From an optimization exercise on the open Yosys and OpenROAD flow, aimed at small area; shortcuts taken in it are not production practice.
At most, simulation tests tie the RTL to the original design; equivalence was not proved.
Function not checked in run 6: the RTL went through the layout flow alone.
The flow treats the clock pin as an ideal source, which a real chip does not have.
Power and IR drop assume default switching activity.

==> design.v <==
module hft(
  input  clk,
  input  rst_n,
  input  rx,
  output tx
);
  localparam [7:0] RP      = 8'b10101010;
  localparam [7:0] K_START = 8'he6;     
  localparam [7:0] T_RX    = 8'he2;     
  localparam [7:0] T_TX    = 8'haa;     
  reg [3:0] rph;
  reg [7:0] rq;
  wire [7:0] r = rq ^ RP;
  wire rterm = ({r[7:6], r[4:0]} == {T_RX[7:6], T_RX[4:0]});
  wire ridle = (rph == 4'd0);
  wire [2:0] ridx = rph[2:0];
  wire samp = rph[3] && rterm;               
  wire bev  = (rph == 4'd2) && rterm;        
  always @(posedge clk) begin
    rq <= (ridle ? K_START : {r[6:0], r[7] ^ r[4]}) ^ RP;
    if (!rst_n) begin
      rph <= 4'd0;
    end else begin
      case (rph)
        4'd0: if (!rx) rph <= 4'd1;
        4'd1: if (rterm) rph <= rx ? 4'd0 : 4'd8;
        4'd2: if (rterm) rph <= 4'd3;
        4'd3: rph <= 4'd0;
        4'd15: if (rterm) rph <= 4'd2;
        default: if (rterm) rph <= {1'b1, ridx[2] ^ (ridx[1] & ridx[0]), ridx[1] ^ ridx[0], ~ridx[0]};
      endcase
    end
  end
  reg [2:0] pg;
  reg [1:0] ps;
  reg       ok;         
  reg       gt, lt;     
  wire g0 = ~pg[2] & ~pg[0];
  wire chk_start = g0 & ps[0];
  wire chk_addr  = g0 & ~ps[0];
  wire chk_stop  = pg[2] & ~pg[1];
  wire exp_bit   = chk_start ? ridx[2] : chk_stop ? ~ridx[2] : 1'b0;
  wire vol       = pg[2] & pg[1];
  wire kbit      = ridx[0] & ~ridx[2];       
  wire accept    = bev && chk_stop && ok;
  always @(posedge clk) begin
    if (ridle && chk_start) ok <= 1'b1;
    else if (samp && (g0 || chk_stop) && (rx != exp_bit)) ok <= 1'b0;
    if (bev && pg == 3'b011 && ps == 2'b10) begin
      gt <= 1'b0;
      lt <= 1'b0;
    end else if (bev && pg == 3'b111 && ps == 2'b10) begin
      lt <= gt;
    end else if (samp && vol && !(gt && lt)) begin
      case (ps)
        2'b00: if (rx != kbit) begin gt <= rx; lt <= ~rx; end   
        2'b01: if (rx) begin gt <= 1'b1; lt <= 1'b0; end    
        default: if (rx && !lt) gt <= 1'b1;                 
      endcase
    end
    if (!rst_n) begin
      pg <= 3'b000;
      ps <= 2'b11;
    end else if (bev) begin
      if (chk_start) begin
        if (ok) ps <= 2'b10;
      end else if (chk_stop) begin
        pg <= 3'b000;
        ps <= 2'b11;
      end else begin
        ps <= {ps[0], ~ps[1]};
        if (ps == 2'b10) pg <= {pg[1:0], ~pg[2]};
      end
    end
  end
  localparam [3:0] IDLE = 4'd15;
  localparam [3:0] PRE = 4'd0;
  localparam [3:0] START = 4'd1;
  localparam [3:0] D0 = 4'd2;
  localparam [3:0] D1 = 4'd3;
  localparam [3:0] D2 = 4'd4;
  localparam [3:0] D3 = 4'd5;
  localparam [3:0] D4 = 4'd6;
  localparam [3:0] D5 = 4'd7;
  localparam [3:0] D6 = 4'd8;
  localparam [3:0] D7 = 4'd9;
  localparam [3:0] STOP = 4'd10;
  reg [3:0] tph;
  reg [2:0] tby;
  reg [7:0] t;
  wire tterm = ({t[7:2], t[0]} == {T_TX[7:2], T_TX[0]});
  wire tidle = (tph == IDLE);
  wire tgap  = (tph == PRE) && (tby != 3'd0);
  reg dbit;
  always @(*) begin
    dbit = 1'b0;
    case (tph)
      START: dbit = 1'b0;
      D0: dbit = (tby == 3'd2) ? (gt & ~lt) : (tby[1:0] == 2'b11);
      D1: dbit = (tby == 3'd2) & gt & lt;
      D7: dbit = (tby == 3'd0);
      D2, D3, D4, D5, D6: dbit = 1'b0;
      default: dbit = 1'b1;
    endcase
  end
  assign tx = dbit;
  wire tinc = tterm && (tph == STOP);
  always @(posedge clk)
    tby <= accept ? 3'd0 : tby ^ {tinc & tby[1] & tby[0], tinc & tby[0], tinc};
  always @(posedge clk) begin
    t <= {t[6:0], tidle ? r[0] : (t[7] ^ (t[4] & ~tgap))};
    if (!rst_n) begin
      tph <= IDLE;
    end else if (accept) begin
      tph <= PRE;
    end else if (tterm) begin
      case (tph)
        IDLE: ;
        STOP: begin
          tph <= (tby == 3'd7) ? IDLE : PRE;
        end
        PRE: tph <= START;
        START: tph <= D0;
        D7: tph <= STOP;
        D0: tph <= D1;
        D1: tph <= D2;
        D2: tph <= D3;
        D3: tph <= D4;
        D4: tph <= D5;
        D5: tph <= D6;
        D6: tph <= D7;
        default: ;
      endcase
    end
  end
endmodule
==> flow/run.sh <==
#!/bin/bash
# Own layout flow: the standard synthesis, then the combinational logic of
# its netlist is re-mapped by ABC for area (registers, their names and cell
# types untouched), then the standard layout steps from the synthesized
# netlist on.
set -euo pipefail
W=$PWD
R=$W/orfs/results/sky130hd/hft/base
LIB=$FLOW_HOME/platforms/sky130hd/lib/sky130_fd_sc_hd__tt_025C_1v80.lib

bash standard.sh synth > standard_synth.log 2>&1

cp $R/1_2_yosys.v $W/std_synth_netlist.v

# Re-map with ABC (deepsyn then area mapping) from four random seeds in
# parallel; each result is checked against the standard netlist (flip-flops
# cut into ports, then a SAT proof) and the smallest that passes is used.
remap() {
  local S=$1
  printf 'strash\ndc2\n&get -n\n&deepsyn -T 20 -S %s\n&put\n&get -n\n&dch -f\n&nf -a -R 1000\n&put\n' $S > $W/area_$S.abc
  cat > $W/remap_$S.ys <<EOS
read_liberty -ignore_miss_func $LIB
setattr -mod -set keep_hierarchy 1 sky130_fd_sc_hd__dfxtp_1 sky130_fd_sc_hd__edfxtp_1
read_verilog $W/std_synth_netlist.v
hierarchy -top hft
flatten
rename -hide w:*.*
opt_clean
abc -script $W/area_$S.abc -liberty $LIB $(cat $W/flow/dontuse.txt)
opt_clean
hilomap -singleton -hicell sky130_fd_sc_hd__conb_1 HI -locell sky130_fd_sc_hd__conb_1 LO
setattr -mod -set blackbox 1 sky130_fd_sc_hd__*
tee -o $W/remap_stat_$S.log stat -liberty $LIB
write_verilog -noattr -nohex -nodec $W/remap_netlist_$S.v
EOS
  yosys -l $W/remap_$S.log -s $W/remap_$S.ys > /dev/null 2>&1 || return 0
  python3 $W/flow/cut.py $W/remap_netlist_$S.v $W/cec_b_$S.v
  if yosys -l $W/cec_$S.log -p "read_liberty -ignore_miss_func $LIB; read_verilog $W/cec_a.v; rename hft gold; read_verilog $W/cec_b_$S.v; rename hft gate; miter -equiv -flatten -make_assert gold gate miter; hierarchy -top miter; flatten; opt -fast; sat -verify -prove-asserts miter" > /dev/null 2>&1; then
    echo "$(grep 'Chip area' $W/remap_stat_$S.log | awk '{print $NF}') $S" >> $W/remap_ok.log
  fi
}
python3 $W/flow/cut.py $W/std_synth_netlist.v $W/cec_a.v
: > $W/remap_ok.log
for S in 1 2 3 4; do remap $S & done
wait
BEST=$(sort -n $W/remap_ok.log | head -1 | awk '{print $2}')
if [[ -n "$BEST" ]]; then
  cp $W/remap_netlist_$BEST.v $R/1_2_yosys.v
  echo "remapped netlist from seed $BEST used" > $W/cec_result.log
else
  echo "no remapped netlist passed the check: standard netlist kept" > $W/cec_result.log
fi
rm -f $R/1_synth.odb $R/1_synth.sdc

# Port buffers as in the standard flow, but the smallest buffer cell.
export BUFFER_PORTS_ARGS="-buffer_cell sky130_fd_sc_hd__buf_1"
bash standard.sh place > standard_place.log 2>&1

# Clock tree by hand (flow/clkins.tcl): a root clkbuf_1 and one clkbuf_16
# leaf driving every flip-flop; the CTS step then finds no net to buffer.
# After CTS both become inverters (inv_2 root, inv_16 leaf), which are
# smaller; CTS itself would clone inverters next to each flip-flop.
cat > $W/clkins_run.tcl <<EOS
read_db $R/3_place.odb
source $W/flow/clkins.tcl
clk_insert sky130_fd_sc_hd__clkbuf_1 sky130_fd_sc_hd__clkbuf_16 1
detailed_placement
write_db $R/3_place_clk.odb
EOS
openroad -no_init -exit $W/clkins_run.tcl > $W/clkins.log 2>&1
mv $R/3_place_clk.odb $R/3_place.odb

export CTS_ARGS="-clk_nets clk -repair_clock_nets -dont_use_dummy_load -buf_list sky130_fd_sc_hd__clkbuf_8"
bash standard.sh cts > standard_cts.log 2>&1

cat > $W/clkswap_run.tcl <<EOS
read_db $R/4_cts.odb
read_liberty $LIB
read_sdc $R/4_cts.sdc
source $FLOW_HOME/platforms/sky130hd/setRC.tcl
source $W/flow/clkswap.tcl
clk_swap clkbuf_root sky130_fd_sc_hd__inv_2
clk_swap clkbuf_leaf_0 sky130_fd_sc_hd__inv_16
detailed_placement
set_propagated_clock [all_clocks]
estimate_parasitics -placement
set mx 0
foreach p [get_pins -hierarchical */CLK] { set s [get_property \$p slew_max]; if {\$s > \$mx} {set mx \$s} }
puts "MAXCLKSLEW \$mx"
if {\$mx <= 0.118} { write_db $R/4_cts_inv.odb }
EOS
openroad -no_init -exit $W/clkswap_run.tcl > $W/clkswap.log 2>&1
if [[ -f $R/4_cts_inv.odb ]]; then mv $R/4_cts_inv.odb $R/4_cts.odb; fi

bash standard.sh finish > standard_finish.log 2>&1
==> flow/clkins.tcl <==
# Clock tree by hand: the clock port drives one root buffer (RBUF), which
# drives NB leaf buffers (BUF); each leaf feeds the flip-flops of one vertical
# slice of the placement and sits at their centroid. The port's net then has
# a single sink, so the CTS step leaves it alone.
proc clk_insert {RBUF BUF NB} {
  set block [ord::get_db_block]
  set clknet [$block findNet clk]
  set sinks {}
  foreach it [$clknet getITerms] {
    set loc [[$it getInst] getLocation]
    lappend sinks [list [lindex $loc 0] [lindex $loc 1] $it]
  }
  set sinks [lsort -integer -index 0 $sinks]
  set n [llength $sinks]
  set rnet [odb::dbNet_create $block clknet_root]
  $rnet setSigType CLOCK
  set tx 0; set ty 0
  for {set g 0} {$g < $NB} {incr g} {
    set lo [expr {$g * $n / $NB}]
    set hi [expr {($g + 1) * $n / $NB - 1}]
    set inst [odb::dbInst_create $block [[ord::get_db] findMaster $BUF] clkbuf_leaf_$g]
    set net [odb::dbNet_create $block clknet_leaf_$g]
    $net setSigType CLOCK
    set sx 0; set sy 0; set k 0
    foreach s [lrange $sinks $lo $hi] {
      set it [lindex $s 2]
      $it disconnect
      $it connect $net
      set sx [expr {$sx + [lindex $s 0]}]; set sy [expr {$sy + [lindex $s 1]}]; incr k
    }
    [$inst findITerm A] connect $rnet
    [$inst findITerm X] connect $net
    $inst setLocation [expr {$sx / $k}] [expr {$sy / $k}]
    $inst setPlacementStatus PLACED
    set tx [expr {$tx + $sx / $k}]; set ty [expr {$ty + $sy / $k}]
  }
  set root [odb::dbInst_create $block [[ord::get_db] findMaster $RBUF] clkbuf_root]
  [$root findITerm A] connect $clknet
  [$root findITerm X] connect $rnet
  $root setLocation [expr {$tx / $NB}] [expr {$ty / $NB}]
  $root setPlacementStatus PLACED
}
==> flow/clkswap.tcl <==
# Replace a placed buffer by an inverter at the same spot (same input and
# output nets); the clock tree is a root and a leaf, so the two inversions
# cancel.
proc clk_swap {name master} {
  set block [ord::get_db_block]
  set old [$block findInst $name]
  set in [[$old findITerm A] getNet]
  set out [[$old findITerm X] getNet]
  set loc [$old getLocation]
  odb::dbInst_destroy $old
  set new [odb::dbInst_create $block [[ord::get_db] findMaster $master] $name]
  [$new findITerm A] connect $in
  [$new findITerm Y] connect $out
  $new setLocation [lindex $loc 0] [lindex $loc 1]
  $new setPlacementStatus PLACED
}
==> flow/cut.py <==
# Combinational view of a netlist for the equivalence check in run.sh: each
# flip-flop becomes a top-level input (its Q) and outputs (its D and DE).
# cut.py in.v out.v : replace flop instances by top-level ports (combinational view)
import re,sys
s=open(sys.argv[1]).read()
m=re.search(r'module hft\((.*?)\);',s,re.S)
ports=[]; decl=[]; assigns=[]
def repl(mo):
    typ,name,body=mo.group(1),mo.group(2),mo.group(3)
    conns=dict(re.findall(r'\.(\w+)\(([^()]*)\)',body))
    key=re.sub(r'[^A-Za-z0-9_]','_',name.strip().lstrip('\\'))
    out=[]
    for p,n in conns.items():
        n=n.strip()
        if p=='CLK': continue
        if p=='Q':
            ports.append(f'ffq_{key}'); decl.append(f'  input ffq_{key};'); out.append(f'  assign {n} = ffq_{key} ;')
        else:
            ports.append(f'ffd_{p}_{key}'); decl.append(f'  output ffd_{p}_{key};'); out.append(f'  assign ffd_{p}_{key} = {n} ;')
    return '\n'.join(out)+'\n'
s=re.sub(r'sky130_fd_sc_hd__(e?dfxtp_\d)\s+(\\\S+\s|\S+)\s*\((.*?)\);',repl,s,flags=re.S)
ports.sort()
s=s.replace(m.group(0),'module hft('+m.group(1)+', '+', '.join(ports)+');\n'+'\n'.join(decl),1)
open(sys.argv[2],'w').write(s)
==> flow/dontuse.txt <==
-dont_use sky130_fd_sc_hd__lpflow_bleeder_1 -dont_use sky130_fd_sc_hd__lpflow_clkbufkapwr_1 -dont_use sky130_fd_sc_hd__lpflow_clkbufkapwr_16 -dont_use sky130_fd_sc_hd__lpflow_clkbufkapwr_2 -dont_use sky130_fd_sc_hd__lpflow_clkbufkapwr_4 -dont_use sky130_fd_sc_hd__lpflow_clkbufkapwr_8 -dont_use sky130_fd_sc_hd__lpflow_clkinvkapwr_1 -dont_use sky130_fd_sc_hd__lpflow_clkinvkapwr_16 -dont_use sky130_fd_sc_hd__lpflow_clkinvkapwr_2 -dont_use sky130_fd_sc_hd__lpflow_clkinvkapwr_4 -dont_use sky130_fd_sc_hd__lpflow_clkinvkapwr_8 -dont_use sky130_fd_sc_hd__lpflow_decapkapwr_12 -dont_use sky130_fd_sc_hd__lpflow_decapkapwr_3 -dont_use sky130_fd_sc_hd__lpflow_decapkapwr_4 -dont_use sky130_fd_sc_hd__lpflow_decapkapwr_6 -dont_use sky130_fd_sc_hd__lpflow_decapkapwr_8 -dont_use sky130_fd_sc_hd__lpflow_inputiso0n_1 -dont_use sky130_fd_sc_hd__lpflow_inputiso0p_1 -dont_use sky130_fd_sc_hd__lpflow_inputiso1n_1 -dont_use sky130_fd_sc_hd__lpflow_inputiso1p_1 -dont_use sky130_fd_sc_hd__lpflow_inputisolatch_1 -dont_use sky130_fd_sc_hd__lpflow_isobufsrc_1 -dont_use sky130_fd_sc_hd__lpflow_isobufsrc_16 -dont_use sky130_fd_sc_hd__lpflow_isobufsrc_2 -dont_use sky130_fd_sc_hd__lpflow_isobufsrc_4 -dont_use sky130_fd_sc_hd__lpflow_isobufsrc_8 -dont_use sky130_fd_sc_hd__lpflow_isobufsrckapwr_16 -dont_use sky130_fd_sc_hd__lpflow_lsbuf_lh_hl_isowell_tap_1 -dont_use sky130_fd_sc_hd__lpflow_lsbuf_lh_hl_isowell_tap_2 -dont_use sky130_fd_sc_hd__lpflow_lsbuf_lh_hl_isowell_tap_4 -dont_use sky130_fd_sc_hd__lpflow_lsbuf_lh_isowell_4 -dont_use sky130_fd_sc_hd__lpflow_lsbuf_lh_isowell_tap_1 -dont_use sky130_fd_sc_hd__lpflow_lsbuf_lh_isowell_tap_2 -dont_use sky130_fd_sc_hd__lpflow_lsbuf_lh_isowell_tap_4 -dont_use sky130_fd_sc_hd__probe_p_8 -dont_use sky130_fd_sc_hd__probec_p_8 
==> standard.sh <==
#!/bin/bash
# synth_recipe.tcl (not shown) runs the flow's synth.tcl, then flattens the netlist and writes it again
# the make line also repeats each setting of config.mk as NAME=value (left out here)
make -C /OpenROAD-flow-scripts/flow DESIGN_CONFIG=/design/flow/config.mk WORK_HOME=/design/flow/orfs CLKGATE_MAP_FILE= SYNTH_SCRIPT=/design/flow/synth_recipe.tcl "${@:-finish}"
==> config.mk <==
export PLATFORM = sky130hd
export DESIGN_NAME = hft
export DESIGN_NICKNAME = hft
export VERILOG_FILES = /design/flow/design.v
export SDC_FILE = /design/flow/constraint.sdc
export NUM_CORES = 4
export LEC_CHECK = 0
export CAP_MARGIN = 20
export CORE_MARGIN = 2
export CORE_UTILIZATION = 40
export SLEW_MARGIN = 20
==> constraint.sdc <==
create_clock -name core_clock -period 10.0 [get_ports {clk}]
set_input_delay 2.0000 -clock core_clock [delete_from_list [all_inputs] [get_ports {clk}]]
set_output_delay 2.0000 -clock core_clock [all_outputs]
set_load 0.01 [all_outputs]
==> run summary, run 1 <==
- Post-Syn Area per Cell: 8.783 µm²
- Routed WL: 2.348 mm
- Area grow syn2layout: 6.846%
- Initial antenna violation count: 0
- # IOs: 4
- Largest net degree at the start of global routing: 36
- Fin. Hold Viols: 0
- Net count after synthesis: 157
- Synth warn: 1
- CP bufs+invs: 1
- Clock Latency Late Sink: 0.18 ns
- Crit-path cells: or4_1 > o211ai_1 > buf_1
- Antenna cells: 0
- Fin worst setup slack: 6.594 ns
- Crit path launch type: flip-flop
- Clock slew at reported path FFs: 0.11 ns
- Logic pwr share: 0.036
- Detailed placer's ending HPWL: 1.813 mm
- Max stage delay on crit path: 0.56 ns
- Die height: 62.15 µm
- CP max-delay cell: or4_1
- RSZ-0062 raised after global routing: false
- Fin. max-slew vios: 0
- Fin nets: 164
- Period utilization: 0.3406
- Final ANT Viol Nets: 0
- Max capacitance violation total: 0
- WP depth: 3
- Placed cells: 203
- Final TNS setup: 0 ns
- Slew HR: 0.5846
- Clock network power share: 0.251
- R2R Path End: lt
- P_sw: 0.00005309 W
- First drt pass iteration count: 5
- Setup crit end: tx
- Tot GR Track Use: 0.1288
- Clk_skew: 0.01289 ns
- Worst Reg-to-Reg Cells: 9
- Count of hold-fix buffers inserted at cts: 0
- # DRC: 0
- Post-cts resize count: 0
- Fmax: 0.2936 GHz
- Routability Congestion: 0.8245
- Die Footprint: 3863 µm²
- Worst Setup SP: tph[1]
- Min-delay worst type: reg -> reg
- Final Total Pwr: 0.0002098 W
- Fillers: 362
- Non-filler cells, final: 205
- CP Capture Type: output port
- Least-Margin Pin Slew: 0.6183 ns
- Routed vias: 1,057
- # rows: 21
- Flop-to-flop setup slack: 7.08 ns
- Worst-path maximum fanout: 9
- Hold Crit Depth: 0
- Crit path DAT: 1.41 ns
- Vias in the first global route: 984
- First-pass GRT wire length: 4.347 mm
- Core Region: 3284 µm²
- Sw Share: 0.2530
- Cell family with most CP delay: simple AND/OR/NAND/NOR gates
- Post-CTS Setup Repair Bufs: 0
- Final-report setup violation count: 0
- GR Overflow Total: 0
- Peak VDD IR: 0.07011 mV
- Worst EP required: 8.00 ns
- DP Worst Slack: 6.797 ns
- Internal power: 0.0001567 W
- Vias/cell: 5.156
- Reg2reg start: rq[4]
- Post-Syn Area: 1353 µm²
- Power density cells: 145.2 nW/µm²
- DIE WIDTH: 62.15 µm
- Starting Density: 0.4118
- Crit path kind: reg -> out
- Final Util: 0.4400
- Run status: no timing/DRC/antenna violations
- Reg power frac: 0.713
- Min Tclk post-route: 3.406 ns
- Static leakage: 0.5568 nW
- WL/cell: 11.45 µm
- Cells after synthesis: 154
- # port buffers: 3
- Layout cell share with drive strength beyond 1: 0.01258
- Initial DRC count: 102
## state kept, by name (all words and copies together), names as in the netlist
| register | flops |
|---|---|
| gt | 1 |
| lt | 1 |
| ok | 1 |
| pg | 3 |
| ps | 2 |
| rph | 4 |
| rq | 8 |
| t | 8 |
| tby | 3 |
| tph | 4 |
## power by group through the flow
stage / combinational, W / sequential (W) / clock (W)
6_report: 0.00000754 / 0.000150 / 0.0000527
5_1_grt: 0.00000873 / 0.000151 / 0.0000614
4_1_cts: 0.00000773 / 0.000153 / 0.0000438
3_5_place_dp: 0.00000767 / 0.000153 / 0
3_3_place_gp: 0.00000750 / 0.000153 / 0
2_1_floorplan: 0.00000532 / 0.000152 / 0
## worst reg2reg max path, delay by kind of cell, from the launching register on
family / cells / cell delay, ns
DFF: 1 / 0.35
muxes: 1 / 0.40
and+or+nand+nor: 7 / 1.89
AOI/OAI and AO/OA: 1 / 0.19
## worst min-delay path by stage
stage                     from    to  slack, ns
final                     t[1]  t[2]       0.34
after global routing      t[1]  t[2]       0.35
after CTS                 t[1]  t[2]       0.32
after detailed placement  t[1]  t[2]       0.32
after global placement    t[1]  t[2]       0.31
after floorplan           t[1]  t[2]       0.31
## stage by stage
stage / hold WS, ns / cell area [µm²]
after CTS: 0.3215 / 1450
after detailed placement: 0.3215 / 1421
after global routing: 0.3547 / 1445
after floorplan: 0.3096 / 1353
after global placement: 0.3142 / 1421
final: 0.3421 / 1445
## per-layer routing
metal  wire, µm  up-vias  GRT usage
li1           -      559          -
met1       1236      489     0.1905
met2       1054        7     0.2174
met3         37        2   0.007246
met4         20        0    0.01111
met5          0        -          0
## placed cells by master (no fill, tap or decap), types with 2 or more instances in the layout
cell type and instances:
o211ai_1 3, nand2b_1 2, o221a_1 2, nor3_1 6, a211oi_1 2, nand3_1 6, buf_1 3, or4_1 3
xor2_1 4, nand4b_1 2, a21o_1 2, a21oi_1 8, nand4_1 2, dfxtp_1 35, nand2_1 22, and3_1 4
o21ai_0 9, clkinv_1 2, o21a_1 2, nor2_1 23, xnor2_1 2
## layout make-up
type,count,area (µm²),area share
well taps,46,57.56,0.03983
flip-flops and latches,35,700.7,0.4848
inverters,4,31.28,0.02164
repair buffers,3,11.26,0.007792
multi-input cells,117,644.4,0.4459
==> inputs of run 2 (changes only) <==
--- a/flow/run.sh
+++ b/flow/run.sh
@@ -79,8 +79,8 @@
 read_sdc $R/4_cts.sdc
 source $FLOW_HOME/platforms/sky130hd/setRC.tcl
 source $W/flow/clkswap.tcl
-clk_swap clkbuf_root sky130_fd_sc_hd__inv_2
-clk_swap clkbuf_leaf_0 sky130_fd_sc_hd__inv_16
+clk_swap clk_root sky130_fd_sc_hd__inv_2
+clk_swap clk_leaf_0 sky130_fd_sc_hd__inv_16
 detailed_placement
 set_propagated_clock [all_clocks]
 estimate_parasitics -placement
--- a/flow/clkins.tcl
+++ b/flow/clkins.tcl
@@ -18,7 +18,7 @@
   for {set g 0} {$g < $NB} {incr g} {
     set lo [expr {$g * $n / $NB}]
     set hi [expr {($g + 1) * $n / $NB - 1}]
-    set inst [odb::dbInst_create $block [[ord::get_db] findMaster $BUF] clkbuf_leaf_$g]
+    set inst [odb::dbInst_create $block [[ord::get_db] findMaster $BUF] clk_leaf_$g]
     set net [odb::dbNet_create $block clknet_leaf_$g]
     $net setSigType CLOCK
     set sx 0; set sy 0; set k 0
@@ -34,7 +34,7 @@
     $inst setPlacementStatus PLACED
     set tx [expr {$tx + $sx / $k}]; set ty [expr {$ty + $sy / $k}]
   }
-  set root [odb::dbInst_create $block [[ord::get_db] findMaster $RBUF] clkbuf_root]
+  set root [odb::dbInst_create $block [[ord::get_db] findMaster $RBUF] clk_root]
   [$root findITerm A] connect $clknet
   [$root findITerm X] connect $rnet
   $root setLocation [expr {$tx / $NB}] [expr {$ty / $NB}]
==> run summary, run 2 <==
- Run status: no timing/DRC/antenna violations
- Min-delay worst type: reg -> reg
- Crit path DAT: 1.41 ns (about the same)
- Slew HR: 0.5846 (unchanged)
- Final hold slack: 0.3421 ns (unchanged)
- Peak VDD IR: 0.07011 mV (unchanged)
- Tot GR Track Use: 0.1288 (unchanged)
- Commonest non-fill, non-tap cell in the layout: dfxtp_1
- Max capacitance violation total: 0 (unchanged)
- WL/cell: 11.45 µm (unchanged)
- Synth warn: 1 (unchanged)
- Initial antenna violation count: 0 (unchanged)
- Power density cells: 145.2 nW/µm² (unchanged)
- Routed length on met3: 37 µm (unchanged)
- Post-Syn Area per Cell: 8.783 µm² (unchanged)
- # DRC: 0 (unchanged)
- Post-Syn Area: 1353 µm² (unchanged)
- Clock Latency Late Sink: 0.18 ns (about the same)
- Hold Path Sink: t[2]
- Die height: 62.15 µm (unchanged)
- Final-report setup violation count: 0 (unchanged)
- R2R Path End: lt
- Final TNS setup: 0 ns (unchanged)
- # IOs: 4 (unchanged)
- First drt pass iteration count: 5 (unchanged)
- GR Overflow Total: 0 (unchanged)
- Layout cell share with drive strength beyond 1: 0.01258 (unchanged)
- Net count after synthesis: 157 (unchanged)
- Fin nets: 164 (unchanged)
- Largest net degree at the start of global routing: 36 (unchanged)
- First-pass GRT wire length: 4.347 mm (unchanged)
- Routability Congestion: 0.8245 (unchanged)
- RSZ-0062 raised after global routing: false
- Fin. max-slew vios: 0 (unchanged)
- Starting Density: 0.4118 (unchanged)
- Non-filler cells, final: 205 (unchanged)
- Core Region: 3284 µm² (unchanged)
- Antenna cells: 0 (unchanged)
- Worst-path maximum fanout: 9 (unchanged)
- Top Registers: rq: 8 flops, t: 8 flops
- Period utilization: 0.3406 (unchanged)
- Hold Crit Depth: 0 (unchanged)
- Post-cts resize count: 0 (unchanged)
- Routed WL: 2.348 mm (unchanged)
- Vias in the first global route: 984 (unchanged)
- Final Total Pwr: 0.0002098 W (unchanged)
- Routed vias: 1,057 (unchanged)
- Fin. Hold Viols: 0 (unchanged)
- Final ANT Viol Nets: 0 (unchanged)
- Most frequent cells in the layout: dfxtp_1, nor2_1, nand2_1
- Initial DRC count: 102 (unchanged)
- Crit path launch type: flip-flop
- Clk_skew: 0.01289 ns (unchanged)
- Crit path kind: reg -> out
- Die Footprint: 3863 µm² (unchanged)
- Clock slew at reported path FFs: 0.11 ns (about the same)
- # port buffers: 3 (unchanged)
- Area grow syn2layout: 6.846% (unchanged)
- Reg2reg start: rq[4]
- Routed wl met2: 1.054 mm (unchanged)
- # rows: 21 (unchanged)
- CP Capture Type: output port
- Count of hold-fix buffers inserted at cts: 0 (unchanged)
- Flop-to-flop setup slack: 7.08 ns (about the same)
- Detailed placer's ending HPWL: 1.813 mm (unchanged)
- Worst Setup SP: tph[1]
- Cells after synthesis: 154 (unchanged)
- Post-CTS Setup Repair Bufs: 0 (unchanged)
- Worst EP required: 8.00 ns (about the same)
- Static leakage: 0.5568 nW (unchanged)
- Hold Path Origin: t[1]
- Worst Reg-to-Reg Cells: 9 (unchanged)
- WL met1: 1.236 mm (unchanged)
- Top layer in use: met4
- Min Tclk post-route: 3.406 ns (unchanged)
- Least-Margin Pin Slew: 0.6183 ns (unchanged)
- Fmax: 0.2936 GHz (unchanged)
- DIE WIDTH: 62.15 µm (unchanged)
- Vias/cell: 5.156 (unchanged)
- Placed cells: 203 (unchanged)
-- run 2: report_power, final --
| part | internal, W | switching [W] | total (W) |
|---|---|---|---|
| Combinational | 0.00000294 | 0.00000459 | 0.00000754 |
| Sequential | 0.000146 | 0.00000363 | 0.000150 |
| Clock | 0.00000784 | 0.0000449 | 0.0000527 |
| Total | 0.000157 | 0.0000531 | 0.000210 |
-- run 2: worst max path at each step --
stage,endpoint,slack [ns],cells past startpoint
6_report,tx,6.59,3
5_1_grt,tx,6.47,3
4_1_cts,tx,6.80,3
3_5_place_dp,tx,6.80,3
3_3_place_gp,tx,6.82,3
2_1_floorplan,tx,6.95,2
-- run 2: area by class of cell --
| type | instances | area, µm² |
|---|---|---|
| Timing Repair Buffer | 3 | 11.26 |
| Tap cell | 46 | 57.56 |
| Sequential cell | 35 | 700.7 |
| Inverter | 4 | 31.28 |
| Multi-Input combinational cell | 117 | 644.4 |
| Fill cell | 362 | 1839 |
-- run 2: routing by layer --
| layer | track usage | up-vias |
|---|---|---|
| met5 | 0 | - |
| met4 | 0.01111 | 0 |
| met3 | 0.007246 | 2 |
| met2 | 0.2174 | 7 |
| met1 | 0.1905 | 489 |
| li1 | - | 559 |
-- run 2: per-stage QoR --
stage	util	instance area, µm²	setup WS (ns)
final	0.4400	1445	6.594
after global routing	0.4400	1445	6.475
after CTS	0.4415	1450	6.801
after detailed placement	0.4328	1421	6.797
after global placement	0.4328	1421	6.823
after floorplan	-	1353	6.953
-- run 2: critical path: stages, from the launching register on --
cell and delay [ns]:
dfxtp_1 0.40, or4_1 0.56, o211ai_1 0.11, buf_1 0.17
==> inputs of run 3 (changes only) <==
--- a/design.v
+++ b/design.v
@@ -34,7 +34,7 @@
   reg [2:0] pg;
   reg [1:0] ps;
   reg       ok;         
-  reg       gt, lt;     
+  reg       gt, lt;
   wire g0 = ~pg[2] & ~pg[0];
   wire chk_start = g0 & ps[0];
   wire chk_addr  = g0 & ~ps[0];
--- a/flow/run.sh
+++ b/flow/run.sh
@@ -12,8 +12,8 @@
 
 cp $R/1_2_yosys.v $W/std_synth_netlist.v
 
-# Re-map with ABC (deepsyn then area mapping) from four random seeds in
-# parallel; each result is checked against the standard netlist (flip-flops
+# Re-map with ABC (deepsyn then area mapping) from eight random seeds, four
+# at a time; each result is checked against the standard netlist (flip-flops
 # cut into ports, then a SAT proof) and the smallest that passes is used.
 remap() {
   local S=$1
@@ -42,6 +42,8 @@
 python3 $W/flow/cut.py $W/std_synth_netlist.v $W/cec_a.v
 : > $W/remap_ok.log
 for S in 1 2 3 4; do remap $S & done
+wait
+for S in 5 6 7 8; do remap $S & done
 wait
 BEST=$(sort -n $W/remap_ok.log | head -1 | awk '{print $2}')
 if [[ -n "$BEST" ]]; then
==> run summary, run 3 <==
- Peak VDD IR: 0.07156 mV (+2.1%)
- Synth warn: 1 (unchanged)
- # rows: 21 (unchanged)
- Largest net degree at the start of global routing: 36 (unchanged)
- Crit path DAT: 1.42 ns (about the same)
- Worst EP required: 8.00 ns (about the same)
- Clock Latency Late Sink: 0.18 ns (about the same)
- Sw Share: 0.2495 (-0.003509)
- WL/cell: 11.29 µm (-1.5%)
- Run status: no timing/DRC/antenna violations
- Internal power: 0.0001563 W (-0.25%)
- Routed WL: 2.359 mm (+0.47%)
- Final TNS setup: 0 ns (unchanged)
- Max stage delay on crit path: 0.50 ns (-0.06 ns)
- Area grow syn2layout: 7.414%
- Core Region: 3284 µm² (unchanged)
- DIE WIDTH: 62.10 µm (about the same)
- Top Registers: rq: 8 flops, t: 8 flops
- First-pass GRT wire length: 3.960 mm (-8.9%)
- Power density cells: 143.6 nW/µm² (-1.1%)
- Starting Density: 0.4110 (-0.0007618)
- Initial DRC count: 70 (-31%)
- Commonest non-fill, non-tap cell in the layout: dfxtp_1
- Clock network power share: 0.249 (-0.002)
- Final-report setup violation count: 0 (unchanged)
- Worst-path maximum fanout: 10 (+1)
- Vias/cell: 5.268 (+2.2%)
- Fillers: 349 (-3.6%)
- Layout cell share with drive strength beyond 1: 0.01840 (+0.005826)
- Post-Syn Area: 1350 µm² (-0.18%)
- Reg power frac: 0.716 (+0.003)
- Post-CTS Setup Repair Bufs: 0 (unchanged)
- Fin. Hold Viols: 0 (unchanged)
- Detailed placer's ending HPWL: 1.789 mm (-1.3%)
- CP Capture Type: output port
- Post-cts resize count: 0 (unchanged)
- Static leakage: 0.5569 nW (about the same)
- Clk_skew: 0.002106 ns (-0.01079 ns)
- Fmax: 0.2928 GHz (-0.29%)
- Crit-path cells: clkinv_1 > a211oi_1 > o21ai_0 > nand4_1 > buf_1
- Max capacitance violation total: 0 (unchanged)
- # DRC: 0 (unchanged)
- Most frequent cells in the layout: dfxtp_1, nand2_1, nor2_1
- Crit path kind: reg -> out
- Routability Congestion: 0.7581 (-8.1%)
- Final ANT Viol Nets: 0 (unchanged)
- Count of hold-fix buffers inserted at cts: 0 (unchanged)
- CP max-delay cell: dfxtp_1
- GR Overflow Total: 0 (unchanged)
- Fin worst setup slack: 6.584 ns (-0.009980 ns)
- Min-delay worst type: reg -> reg
- Period utilization: 0.3416 (+0.0009980)
- Min Tclk post-route: 3.416 ns (+0.009980 ns)
- Slew HR: 0.4119 (-0.1727)
- Cells after synthesis: 157 (+1.9%)
- Post-Syn Area per Cell: 8.599 µm² (-2.1%)
- RSZ-0062 raised after global routing: false
- Logic pwr share: 0.035 (about the same)
- Crit path launch type: flip-flop
- Antenna cells: 0 (unchanged)
- Fin nets: 168 (+2.4%)
- Net count after synthesis: 160 (+1.9%)
- CP bufs+invs: 2 (+1)
- P_sw: 0.00005197 W (-2.1%)
- Cell family with most CP delay: flip-flops
- DP Worst Slack: 6.790 ns (-0.006110 ns)
- Initial antenna violation count: 0 (unchanged)
- Clock slew at reported path FFs: 0.10 ns (about the same)
- First drt pass iteration count: 4 (-1)
- Die Footprint: 3856 µm² (-0.18%)
- # IOs: 4 (unchanged)
- Fin. max-slew vios: 0 (unchanged)
- Final Util: 0.4415 (+0.001524)
- Tot GR Track Use: 0.1284 (-0.0004006)
- # port buffers: 3 (unchanged)
- Routed vias: 1,101 (+4.2%)
- Die height: 62.10 µm (about the same)
- Least-Margin Pin Slew: 0.8741 ns (+0.2558 ns)
- Vias in the first global route: 935 (-5.0%)
[run 3: cell count changes in the layout (fill, tap and decap cells not counted), moves of 2 or more]
cell,before,now
nor4_1,1,3
a21oi_1,8,10
o21ai_0,9,14
nand4_1,2,4
nand3_1,6,4
[run 3: final timing paths]
kind	start	to	cells after the start	slack, ns
hold / removal	t[1]	t[2]	0	0.34
setup reg to reg	rq[4]	lt	10	7.65
hold reg to reg	t[1]	t[2]	0	0.34
setup / recovery	tph[0]	tx	5	6.58
[run 3: routing by layer]
metal,track usage,part of all wire
met1,0.1750,0.50
met2,0.2307,0.47
met3,0.008282,0.019
met4,0.01216,0.0081
met5,0,0
[run 3: metrics by stage]
stage	hold WS, ns	instance area (µm²)	power [W]	std cells
finish	0.3370	1450	0.0002083	209
global route	0.3558	1450	0.0002191	209
CTS	0.3165	1455	0.0002039	209
detailed placement	0.3165	1426	0.0001599	207
global placement	0.3144	1426	0.0001596	207
floorplan	0.3096	1350	0.0001564	157
[run 3: final cells by class]
cell class / count / area, µm² / share of cell area
Inverter: 5 / 35.03 / 0.02416
Timing Repair Buffer: 4 / 18.77 / 0.01294
Sequential cell: 35 / 700.7 / 0.4832
Tap cell: 46 / 57.56 / 0.03969
Multi-Input combinational cell: 119 / 638.1 / 0.4400
[run 3: power by group through the flow]
stage / combinational (W) / clock [W] / sequential (W)
6_report: 0.00000731 / 0.0000518 / 0.000149
5_1_grt: 0.00000851 / 0.0000606 / 0.000150
4_1_cts: 0.00000754 / 0.0000438 / 0.000153
3_5_place_dp: 0.00000750 / 0 / 0.000152
3_3_place_gp: 0.00000726 / 0 / 0.000152
2_1_floorplan: 0.00000504 / 0 / 0.000151
==> inputs of run 4 (changes only) <==
--- a/config.mk
+++ b/config.mk
@@ -8,4 +8,5 @@
 export CAP_MARGIN = 20
 export CORE_MARGIN = 2
 export CORE_UTILIZATION = 40
+export GPL_TIMING_DRIVEN = 0
 export SLEW_MARGIN = 20
==> run summary, run 4 <==
- Run status: no timing/DRC/antenna violations
- Initial DRC count: 46 (-34%)
- Final ANT Viol Nets: 0 (unchanged)
- Worst Reg-to-Reg Cells: 9 (-1)
- Slew HR: 0.3907 (-0.02127)
- Crit path kind: reg -> out
- CP bufs+invs: 2 (unchanged)
- Final TNS setup: 0 ns (unchanged)
- Final-report setup violation count: 0 (unchanged)
- Vias in the first global route: 997 (+6.6%)
- Post-DP Area: 1419 µm² (-0.53%)
- Least-Margin Pin Slew: 0.9070 ns (+0.03299 ns)
- # IOs: 4 (unchanged)
- Min Tclk post-route: 3.437 ns (+0.02156 ns)
- Post-cts resize count: 0 (unchanged)
- First-pass GRT wire length: 4.271 mm (+7.9%)
- Clock Latency Late Sink: 0.18 ns (about the same)
- DIE WIDTH: 62.10 µm (unchanged)
- Vias/cell: 5.389 (+2.3%)
- Cell family with most CP delay: flip-flops
- Most frequent cells in the layout: dfxtp_1, nand2_1, nor2_1
- Placed cells: 206 (-0.48%)
- CP max-delay cell: dfxtp_1
- Count of hold-fix buffers inserted at cts: 0 (unchanged)
- # rows: 21 (unchanged)
- Die height: 62.10 µm (unchanged)
- WP depth: 5 (unchanged)
- Largest net degree at the start of global routing: 36 (unchanged)
- Worst-path maximum fanout: 10 (unchanged)
- Clk_skew: 0.003630 ns (+0.001524 ns)
- Fin nets: 167 (-0.60%)
- Routability Congestion: 0.7947 (+4.8%)
- Min-delay worst type: reg -> reg
- Crit-path cells: clkinv_1 > a211oi_1 > o21ai_0 > nand4_1 > buf_1
- Synth warn: 1 (unchanged)
- Tot GR Track Use: 0.1404 (+0.01198)
- Fin. max-slew vios: 0 (unchanged)
- Crit path launch type: flip-flop
- Static leakage: 0.5515 nW (-0.97%)
- Commonest non-fill, non-tap cell in the layout: dfxtp_1
- Peak VDD IR: 0.07383 mV (+3.2%)
- Fin. Hold Viols: 0 (unchanged)
- Top Registers: rq: 8 flops, t: 8 flops
- GR Overflow Total: 0 (unchanged)
- CP Capture Type: output port
- Power density cells: 144.9 nW/µm² (+0.86%)
- Post-Syn Area: 1350 µm² (unchanged)
- Fmax: 0.2909 GHz (-0.63%)
- Core Region: 3284 µm² (unchanged)
- Initial antenna violation count: 0 (unchanged)
- Starting Density: 0.4110 (unchanged)
- Max capacitance violation total: 0 (unchanged)
- Net count after synthesis: 160 (unchanged)
- First drt pass iteration count: 4 (unchanged)
- Post-CTS Setup Repair Bufs: 0 (unchanged)
- RSZ-0062 raised after global routing: false
- Routed vias: 1,121 (+1.8%)
- Die Footprint: 3856 µm² (unchanged)
- Routed WL: 2.439 mm (+3.4%)
- Detailed placer's ending HPWL: 1.870 mm (+4.5%)
- Hold Crit Depth: 0 (unchanged)
- Max stage delay on crit path: 0.51 ns (about the same)
- Crit path DAT: 1.44 ns (+0.02 ns)
- Period utilization: 0.3437 (+0.002156)
- Post-Syn Area per Cell: 8.599 µm² (unchanged)
- Final Total Pwr: 0.0002090 W (+0.34%)
- Layout cell share with drive strength beyond 1: 0.01235 (-0.006059)
- Finished Cell Area: 1443 µm² (-0.52%)
- WL/cell: 11.73 µm (+3.9%)
- Non-filler cells, final: 208 (-0.48%)
- # DRC: 0 (unchanged)
- Cells after synthesis: 157 (unchanged)
- Area grow syn2layout: 6.858%
- Worst EP required: 8.00 ns (about the same)
- # port buffers: 3 (unchanged)
- Clock slew at reported path FFs: 0.10 ns (about the same)
- Antenna cells: 0 (unchanged)
run 4: path summary, 6_finish.rpt:
| check | from | endpoint | slack, ns |
|---|---|---|---|
| worst max-delay path | tph[0] | tx | 6.56 |
| worst min-delay path | t[1] | t[2] | 0.35 |
| worst min register to register | t[1] | t[2] | 0.35 |
| worst max register to register | rq[4] | lt | 7.04 |
run 4: metal layers:
metal | routed length [µm] | global-route usage
met1 | 1159 | 0.1775
met2 | 1217 | 0.2679
met3 | 43 | 0.01035
met4 | 19 | 0.01216
met5 | 0 | 0
run 4: power by group:
part	switching [W]	internal [W]	leakage (nW)	total, W
Sequential	0.00000359	0.000146	0.287	0.000149
Combinational	0.00000420	0.00000285	0.251	0.00000705
Clock	0.0000450	0.00000783	0.0140	0.0000528
run 4: area by class of cell:
cell class / instances / area [µm²]
fill: 356 / 1842
timing repair buffer: 3 / 11.26
tap: 46 / 57.56
multi-input combinational: 119 / 638.1
inverter: 5 / 35.03
sequential: 35 / 700.7
run 4: metrics by stage:
stage / worst slack, ns / hold slack, ns / util
after floorplan: 6.998 / 0.3096 / -
after global placement: 6.793 / 0.3143 / 0.4320
after detailed placement: 6.784 / 0.3150 / 0.4320
after CTS: 6.783 / 0.3217 / 0.4408
after global routing: 6.410 / 0.3528 / 0.4392
final: 6.563 / 0.3461 / 0.4392
==> inputs of run 5 (changes only) <==
--- a/flow/run.sh
+++ b/flow/run.sh
@@ -17,7 +17,7 @@
 # cut into ports, then a SAT proof) and the smallest that passes is used.
 remap() {
   local S=$1
-  printf 'strash\ndc2\n&get -n\n&deepsyn -T 20 -S %s\n&put\n&get -n\n&dch -f\n&nf -a -R 1000\n&put\n' $S > $W/area_$S.abc
+  printf 'strash\ndc2\n&get -n\n&deepsyn -T 20 -S %s\n&put\n&get -n\n&dch -f\n&nf -a -R 1000 -F 100 -A 100\n&put\n' $S > $W/area_$S.abc
   cat > $W/remap_$S.ys <<EOS
 read_liberty -ignore_miss_func $LIB
 setattr -mod -set keep_hierarchy 1 sky130_fd_sc_hd__dfxtp_1 sky130_fd_sc_hd__edfxtp_1
==> run summary, run 5 <==
- Area grow syn2layout: 6.877% (about the same)
- Run status: no timing/DRC/antenna violations
- Initial antenna violation count: 0 (unchanged)
- Clk_skew: 0.004862 ns (+0.001232 ns)
- Top Registers: rq: 8 flops, t: 8 flops
- Detailed placer's ending HPWL: 1.839 mm (-1.6%)
- Fillers: 344 (-3.4%)
- Crit path DAT: 1.46 ns (+0.02 ns)
- Hold Path Origin: t[1]
- Count of hold-fix buffers inserted at cts: 0 (unchanged)
- Post-CTS Setup Repair Bufs: 0 (unchanged)
- # DRC: 0 (unchanged)
- Peak VDD IR: 0.06261 mV (-15%)
- Tot GR Track Use: 0.1376 (-0.002744)
- Fmax: 0.2889 GHz (-0.68%)
- Crit path kind: reg -> out
- First drt pass iteration count: 4 (unchanged)
- Worst Setup SP: tph[0]
- Initial DRC count: 53 (+15%)
- Die height: 62.02 µm (-0.13%)
- # rows: 21 (unchanged)
- Fin. Hold Viols: 0 (unchanged)
- Final TNS setup: 0 ns (unchanged)
- Post-cts resize count: 0 (unchanged)
- CP max-delay cell: dfxtp_1
- Clock Latency Late Sink: 0.18 ns (about the same)
- Largest net degree at the start of global routing: 36 (unchanged)
- Starting Density: 0.4099 (-0.001143)
- Post-Syn Area per Cell: 8.686 µm² (+1.0%)
- Die Footprint: 3846 µm² (-0.26%)
- Crit path launch type: flip-flop
- Net count after synthesis: 158 (-1.3%)
- Period utilization: 0.3461 (+0.002360)
- Routed vias: 1,099 (-2.0%)
- Final Util: 0.4381 (-0.001143)
- Min-delay worst type: reg -> reg
- Layout cell share with drive strength beyond 1: 0.01250 (+0.0001543)
- Crit-path cells: clkinv_1 > a211oi_1 > o21ai_0 > nand4_1 > buf_1
- Final-report setup violation count: 0 (unchanged)
- Post-Syn Area: 1346 µm² (-0.28%)
- First-pass GRT wire length: 4.222 mm (-1.1%)
- GR Overflow Total: 0 (unchanged)
- Cell family with most CP delay: flip-flops
- Max stage delay on crit path: 0.48 ns (-0.03 ns)
- # IOs: 4 (unchanged)
- Power density cells: 145.3 nW/µm² (+0.30%)
- Antenna cells: 0 (unchanged)
- Worst-path maximum fanout: 9 (-1)
- # port buffers: 3 (unchanged)
- WL/cell: 11.85 µm (+1.1%)
- Commonest non-fill, non-tap cell in the layout: dfxtp_1
- Cells after synthesis: 155 (-1.3%)
- Fin. max-slew vios: 0 (unchanged)
- Fin nets: 165 (-1.2%)
- Max capacitance violation total: 0 (unchanged)
- Vias in the first global route: 966 (-3.1%)
- Clock slew at reported path FFs: 0.10 ns (about the same)
- Synth warn: 1 (unchanged)
- Slew HR: 0.3900 (-0.0006330)
- CP Capture Type: output port
- Routability Congestion: 0.8410 (+5.8%)
- Vias/cell: 5.335 (-1.0%)
- DIE WIDTH: 62.02 µm (-0.13%)
- Least-Margin Pin Slew: 0.9080 ns (+0.0009428 ns)
- Worst EP required: 8.00 ns (about the same)
- Min Tclk post-route: 3.461 ns (+0.02360 ns)
- Static leakage: 0.5367 nW (-2.7%)
- Reg2reg start: rq[4]
- CP bufs+invs: 2 (unchanged)
- Core Region: 3284 µm² (unchanged)
- RSZ-0062 raised after global routing: false
- Most frequent cells in the layout: dfxtp_1, nor2_1, nand2_1
- Final ANT Viol Nets: 0 (unchanged)
- Routed WL: 2.442 mm (+0.12%)
run 5: where the power goes:
group / total (W) / switching [W] / internal (W) / leakage [nW]
Clock: 0.0000529 / 0.0000451 / 0.00000781 / 0.0140
Combinational: 0.00000716 / 0.00000435 / 0.00000281 / 0.236
Sequential: 0.000149 / 0.00000361 / 0.000145 / 0.287
Total: 0.000209 / 0.0000531 / 0.000156 / 0.537
run 5: cell type report:
type	instances	area [µm²]	area share
inverter	9	50.05	0.03478
multi-input combinational	113	619.3	0.4304
sequential	35	700.7	0.4870
tap	46	57.56	0.04000
timing repair buffer	3	11.26	0.007826
run 5: worst reg2reg max path, stage by stage, from the launching register on:
cell      delay [ns]
dfxtp_1         0.34
or4_1           0.52
nor3_1          0.71
nand4b_1        0.34
nor2_1          0.25
and2_0          0.18
nand3_1         0.12
o21ai_0         0.29
o221ai_1        0.17
o21ai_0         0.09
run 5: path summary, 6_finish.rpt:
path	to	slack, ns	cells after the start
hold reg to reg	t[2]	0.35	0
setup reg to reg	lt	6.93	9
setup / recovery	tx	6.54	5
hold / removal	t[2]	0.35	0
run 5: through the flow:
step                      hold WS, ns  instance area [µm²]  setup WS (ns)  std cells  total power [W]
after floorplan                0.3096                 1346          6.998        155        0.0001561
after global placement         0.3141                 1415          6.787        204        0.0001591
after detailed placement       0.3216                 1415          6.767        204        0.0001597
after CTS                      0.3216                 1444          6.759        206        0.0002035
after global routing           0.3517                 1439          6.387        206        0.0002201
final                          0.3465                 1439          6.539        206        0.0002091
run 5: layer usage:
metal / global-route usage / vias up / part of all wire
met3: 0.01035 / 2 / 0.017
met1: 0.1896 / 521 / 0.47
met4: 0.01216 / 0 / 0.0049
met2: 0.2440 / 7 / 0.51
met5: 0 / - / 0
li1: - / 569 / -
==> inputs of run 6 (changes only) <==
==> design.v (replaced) <==
module hft(
  input  clk,
  input  rst_n,
  input  rx,
  output tx
);
  reg [3:0] rph;
  reg [7:0] rcnt;
  wire rterm = (rcnt == 8'd216);
  wire rdata = (rph >= 4'd2) && (rph <= 4'd9);
  wire [2:0] ridx = rph[2:0] - 3'd2;        
  wire samp = rdata && rterm;                
  wire bev  = (rph == 4'd10) && rterm;       
  always @(posedge clk) begin
    if (!rst_n) begin
      rph <= 4'd0;
    end else begin
      case (rph)
        4'd0: begin
          rcnt <= 8'd108;
          if (!rx) rph <= 4'd1;
        end
        4'd11: rph <= 4'd0;
        default: begin
          rcnt <= rterm ? 8'd0 : rcnt + 8'd1;
          if (rterm) begin
            if (rph == 4'd1 && rx) rph <= 4'd0;
            else rph <= rph + 4'd1;
          end
        end
      endcase
    end
  end
  reg [4:0] pb;
  reg       ok;         
  reg [1:0] cmp;        
  reg       buy;        
  wire chk_start = (pb == 5'd0);
  wire chk_addr  = (pb == 5'd1);
  wire chk_stop  = (pb == 5'd18);
  wire exp_bit   = chk_start ? ridx[2] : chk_stop ? ~ridx[2] : 1'b0;
  wire vol       = (pb >= 5'd10) && (pb <= 5'd17);
  wire [1:0] vb  = pb[1:0] ^ 2'b10;          
  wire kbit      = (ridx == 3'd1) || (ridx == 3'd3);
  wire [1:0] prev = (vb == 2'd0 && ridx == 3'd0) ? 2'b00 : cmp;
  wire accept    = bev && chk_stop && ok;
  always @(posedge clk) begin
    if (!rst_n) begin
      pb <= 5'd0;
    end else begin
      if (rph == 4'd0 && chk_start) ok <= 1'b1;
      else if (samp && (chk_start || chk_addr || chk_stop) && (rx != exp_bit)) ok <= 1'b0;
      if (samp && vol) begin
        case (vb)
          2'd0: cmp <= (rx && !kbit) ? 2'b10 : (!rx && kbit) ? 2'b01 : prev;
          2'd1: if (rx) cmp <= 2'b10;
          default: if (rx && cmp == 2'b00) cmp <= 2'b10;
        endcase
      end
      if (bev && pb == 5'd13) buy <= cmp[1];
      if (bev) begin
        if (chk_start) pb <= ok ? 5'd1 : 5'd0;
        else if (chk_stop) pb <= 5'd0;
        else pb <= pb + 5'd1;
      end
    end
  end
  reg [3:0] tbi;
  reg [2:0] tby;
  reg [7:0] tcnt;
  wire tterm = (tcnt == 8'd216);
  wire sell = cmp[1];
  reg dbit;
  always @(*) begin
    case ({tby, tbi})
      {3'd0, 4'd8}: dbit = 1'b1;
      {3'd2, 4'd1}: dbit = sell & ~buy;
      {3'd2, 4'd2}: dbit = buy;
      {3'd3, 4'd1}: dbit = 1'b1;
      {3'd7, 4'd1}: dbit = 1'b1;
      default:      dbit = 1'b0;
    endcase
  end
  assign tx = (tbi == 4'd0) ? 1'b0 : (tbi >= 4'd9) ? 1'b1 : dbit;
  localparam [7:0] LEAD = 8'd216 - 8'd11;
  always @(posedge clk) begin
    if (!rst_n) begin
      tbi <= 4'd10;
    end else if (accept) begin
      tbi <= 4'd15;
      tby <= 3'd0;
      tcnt <= LEAD;
    end else if (tbi != 4'd10) begin
      tcnt <= tterm ? ((tbi == 4'd8) ? 8'd254 : 8'd0) : tcnt + 8'd1;
      if (tterm) begin
        if (tbi == 4'd9) begin
          tbi <= (tby == 3'd7) ? 4'd10 : 4'd0;
          tby <= tby + 3'd1;
        end else begin
          tbi <= tbi + 4'd1;
        end
      end
    end
  end
endmodule
==> run.sh (new file) <==
#!/bin/bash
# synth_recipe.tcl (not shown) runs the flow's synth.tcl, then flattens the netlist and writes it again
# the make line also repeats each setting of config.mk as NAME=value (left out here)
make -C /OpenROAD-flow-scripts/flow DESIGN_CONFIG=/design/flow/config.mk WORK_HOME=/design/flow/orfs CLKGATE_MAP_FILE= SYNTH_SCRIPT=/design/flow/synth_recipe.tcl finish
--- a/config.mk
+++ b/config.mk
@@ -8,5 +8,4 @@
 export CAP_MARGIN = 20
 export CORE_MARGIN = 2
 export CORE_UTILIZATION = 40
-export GPL_TIMING_DRIVEN = 0
 export SLEW_MARGIN = 20
removed: flow/run.sh
removed: flow/clkins.tcl
removed: flow/clkswap.tcl
removed: flow/cut.py
removed: flow/dontuse.txt
removed: standard.sh
==> run summary, run 6 <==
- Most common cell in the netlist: ha_1
- Synth warn: 1 (unchanged)
- Synth top area cells: edfxtp_1, ha_1, dfxtp_1
- Top Registers: rcnt: 8 flops, tcnt: 8 flops, pb: 5 flops
- RSZ-0062 raised after global routing: false
- Initial antenna violation count: 0 (unchanged)
- Routed WL: 5.022 mm (+110%)
- Crit path launch type: flip-flop
- FF+latch area: 950.9 µm² (+36%)
- Clock Latency Late Sink: 0.29 ns (+0.11 ns)
- # clock sinks: 36
- Most frequent cells in the layout: ha_1, edfxtp_1, nand2_1
- WL/cell: 14.31 µm (+21%)
- # port buffers: 3 (unchanged)
- # rows: 29 (+38%)
- Peak VDD IR: 0.05942 mV (-5.1%)
- Reg power frac: 0.542 (-0.171)
- Post-cts resize count: 0 (unchanged)
- # DRC: 0 (unchanged)
- Layout cell share with drive strength beyond 1: 0.07664 (+0.06414)
- CP Capture Type: output port
- Crit path kind: reg -> out
- Crit path DAT: 2.13 ns (+0.67 ns)
- Least-Margin Pin Slew: 0.7484 ns (-0.1596 ns)
- CTS tree: done
- Worst Reg-to-Reg Cells: 6 (-3)
- Fin. max-slew vios: 0 (unchanged)
- Post-CTS Setup Repair Bufs: 0 (unchanged)
- First-pass GRT wire length: 8.956 mm (+110%)
- Fin nets: 301 (+82%)
- Static leakage: 1.037 nW (+93%)
- Sequential-to-total area share from yosys stat: 0.3677
- Final TNS setup: 0 ns (unchanged)
- Cell variety after synth: 53
- CTS root buf: clkbuf_8
- Slew HR: 0.5001 (+0.1100)
- Post-synth top flop: edfxtp_1
- Min Tclk post-route: 4.126 ns (+0.6649 ns)
- Internal power: 0.0002287 W (+47%)
- Top cell type's share of synthesized area: 0.2671
- Clock network power share: 0.362 (+0.109)
- Placed cells: 343 (+68%)
- Vias/cell: 5.564 (+4.3%)
- Max capacitance violation total: 0 (unchanged)
- Area grow syn2layout: 6.822% (about the same)
- Clock slew at reported path FFs: 0.08 ns (-0.02 ns)
- Post-synth EDFFs: 23
- Fillers: 641 (+86%)
- Die Footprint: 7125 µm² (+85%)
- Hold Crit Depth: 0 (unchanged)
- GR Overflow Total: 0 (unchanged)
- Ys async rst share: 0
- # IOs: 4 (unchanged)
- Commonest non-fill, non-tap cell in the layout: ha_1
- Final ANT Viol Nets: 0 (unchanged)
- Period utilization: 0.4126 (+0.06649)
- Run status: no timing/DRC/antenna violations
- DIE WIDTH: 84.41 µm (+36%)
- Count of hold-fix buffers inserted at cts: 0 (unchanged)
- Area of the multi-input gates: 1514 µm² (+140%)
- Antenna cells: 0 (unchanged)
- Die height: 84.41 µm (+36%)
- Seq cells post-synth: 36
- Largest net degree at the start of global routing: 22 (-39%)
- Routability Congestion: 0.8667 (+3.1%)
- Final Total Pwr: 0.0003064 W (+47%)
- Final hold slack: 0.5140 ns (+0.1675 ns)
- Non-filler cells, final: 351 (+70%)
- Flop-to-flop setup slack: 7.28 ns (+0.35 ns)
- Starting Density: 0.4096 (about the same)
- Worst EP required: 8.00 ns (about the same)
- Initial DRC count: 54 (+1.9%)
- Sw Share: 0.2536 (about the same)
- Cell taking the most area after synthesis: edfxtp_1
- Power density cells: 110.9 nW/µm² (-24%)
- Commonest cells post-synth: ha_1, edfxtp_1, nand2_1
- Vias in the first global route: 1,873 (+94%)
- Max Buffers Root-to-Sink: 2
- Logic pwr share: 0.097 (+0.063)
- Min-delay worst type: reg -> reg
- Detailed placer's ending HPWL: 3.703 mm (+100%)
- Worst-path maximum fanout: 6 (-3)
- CTS buffer count: 5
- Final-report setup violation count: 0 (unchanged)
- Fin. Hold Viols: 0 (unchanged)
- Net count after synthesis: 299 (+89%)
- Post-Syn Area: 2586 µm² (+92%)
- Post-Syn Area per Cell: 9.543 µm² (+9.9%)
- Tot GR Track Use: 0.1551 (+0.01747)
- Fmax: 0.2424 GHz (-16%)
- Cells after synthesis: 271 (+75%)
- H-tree depth: 2
- Clk_skew: 0.009944 ns (+0.005082 ns)
- P_sw: 0.00007770 W (+46%)
- Core Region: 6314 µm² (+92%)
- First drt pass iteration count: 4 (unchanged)
- Routed vias: 1,953 (+78%)
-- run 6: worst paths after layout --
kind / from / to
worst max-delay path: tbi[1] / tx
worst min-delay path: cmp[1] / buy
worst max register to register: rcnt[0] / tcnt[3]
worst min register to register: cmp[1] / buy
-- run 6: final cells by class --
cell class	instances	area share
inverter	19	0.02582
timing repair buffer	4	0.01359
clock inverter	2	0.003623
multi-input combinational	207	0.5480
sequential	36	0.3442
tap	77	0.03487
clock buffer	6	0.02989
-- run 6: power by group through the flow --
stage | clock network (W) | registers, W | logic [W]
finish | 0.000111 | 0.000166 | 0.0000296
global route | 0.000120 | 0.000167 | 0.0000337
global placement | 0 | 0.000169 | 0.0000294
detailed placement | 0 | 0.000169 | 0.0000296
floorplan | 0 | 0.000168 | 0.0000228
CTS | 0.000115 | 0.000166 | 0.0000297
-- run 6: critical path: stages (launching register included) --
cell and delay [ns]:
dfxtp_1 0.36, inv_1 0.12, ha_1 0.27, nand2_1 0.06
o21ai_0 0.14, a31oi_1 0.10, o31ai_1 0.20, clkdlybuf4s50_1 0.57
-- run 6: per-stage QoR --
| stage | worst slack (ns) | cell area [µm²] | util |
|---|---|---|---|
| finish | 5.874 | 2763 | 0.4376 |
| global route | 5.688 | 2763 | 0.4376 |
| CTS | 5.858 | 2763 | 0.4376 |
| detailed placement | 6.174 | 2670 | 0.4229 |
| global placement | 6.196 | 2670 | 0.4229 |
| floorplan | 6.743 | 2586 | - |
-- run 6: cells by family (layout without fill, tap and decap cells) --
| kind of cell | Yosys count | count (layout) | share of synthesized area |
|---|---|---|---|
| AOI/OAI and AO/OA | 59 | 59 | 0.1563 |
| xor gates and xnor gates | 8 | 8 | 0.02709 |
| adders and majority gates | 25 | 25 | 0.1209 |
| buffers and inverters | 28 | 31 | 0.04693 |
| DFF | 36 | 36 | 0.3677 |
| muxes | 5 | 5 | 0.01984 |
| and+or+nand+nor | 110 | 110 | 0.2612 |
-- run 6: layer usage --
metal	wire (µm)	GRT usage	share of wire
met1	2517	0.2193	0.50
met3	152	0.02950	0.030
met2	2294	0.2395	0.46
met5	0	0	0
met4	59	0.05195	0.012

## separate check: timing with driven ports
No port has a modelled driver above. Below, the same layouts with a new extraction and two added sets of constraints.
Step 1 sets driving cells, clkbuf_16 on the clock port and buf_2 on the other inputs (assumed; they add their load-dependent delay and slew).
Step 2 adds t to the input delays and takes it off the output delays; t is the mean of the earliest and latest rising clock arrival at the registers after step 1. Input paths then give back, and output paths get back, about the clock's delay inside the block.
Three values: ideal, step 1, step 2; two values: the first two.
| run | t, ns | setup WS [ns] | hold WS [ns] | worst setup path at the end | worst register clock-pin slew, ns |
|---|---|---|---|---|---|
| run 1 | 0.203 | 6.594 / 6.568 / 6.771 | 0.342 / 0.342 / 0.342 | register to output | 0.11 / 0.11 |
| run 2 | 0.203 | 6.594 / 6.568 / 6.771 | 0.342 / 0.342 / 0.342 | register to output | 0.11 / 0.11 |
| run 3 | 0.202 | 6.584 / 6.558 / 6.760 | 0.337 / 0.337 / 0.337 | register to output | 0.10 / 0.10 |
| run 4 | 0.203 | 6.563 / 6.536 / 6.739 | 0.346 / 0.346 / 0.346 | register to output | 0.10 / 0.10 |
| run 5 | 0.205 | 6.539 / 6.514 / 6.718 | 0.347 / 0.347 / 0.347 | register to output | 0.10 / 0.10 |
| run 6 | 0.316 | 5.874 / 5.844 / 6.160 | 0.514 / 0.514 / 0.514 | register to output | 0.08 / 0.08 |
After both steps setup and hold are still met in every run listed.
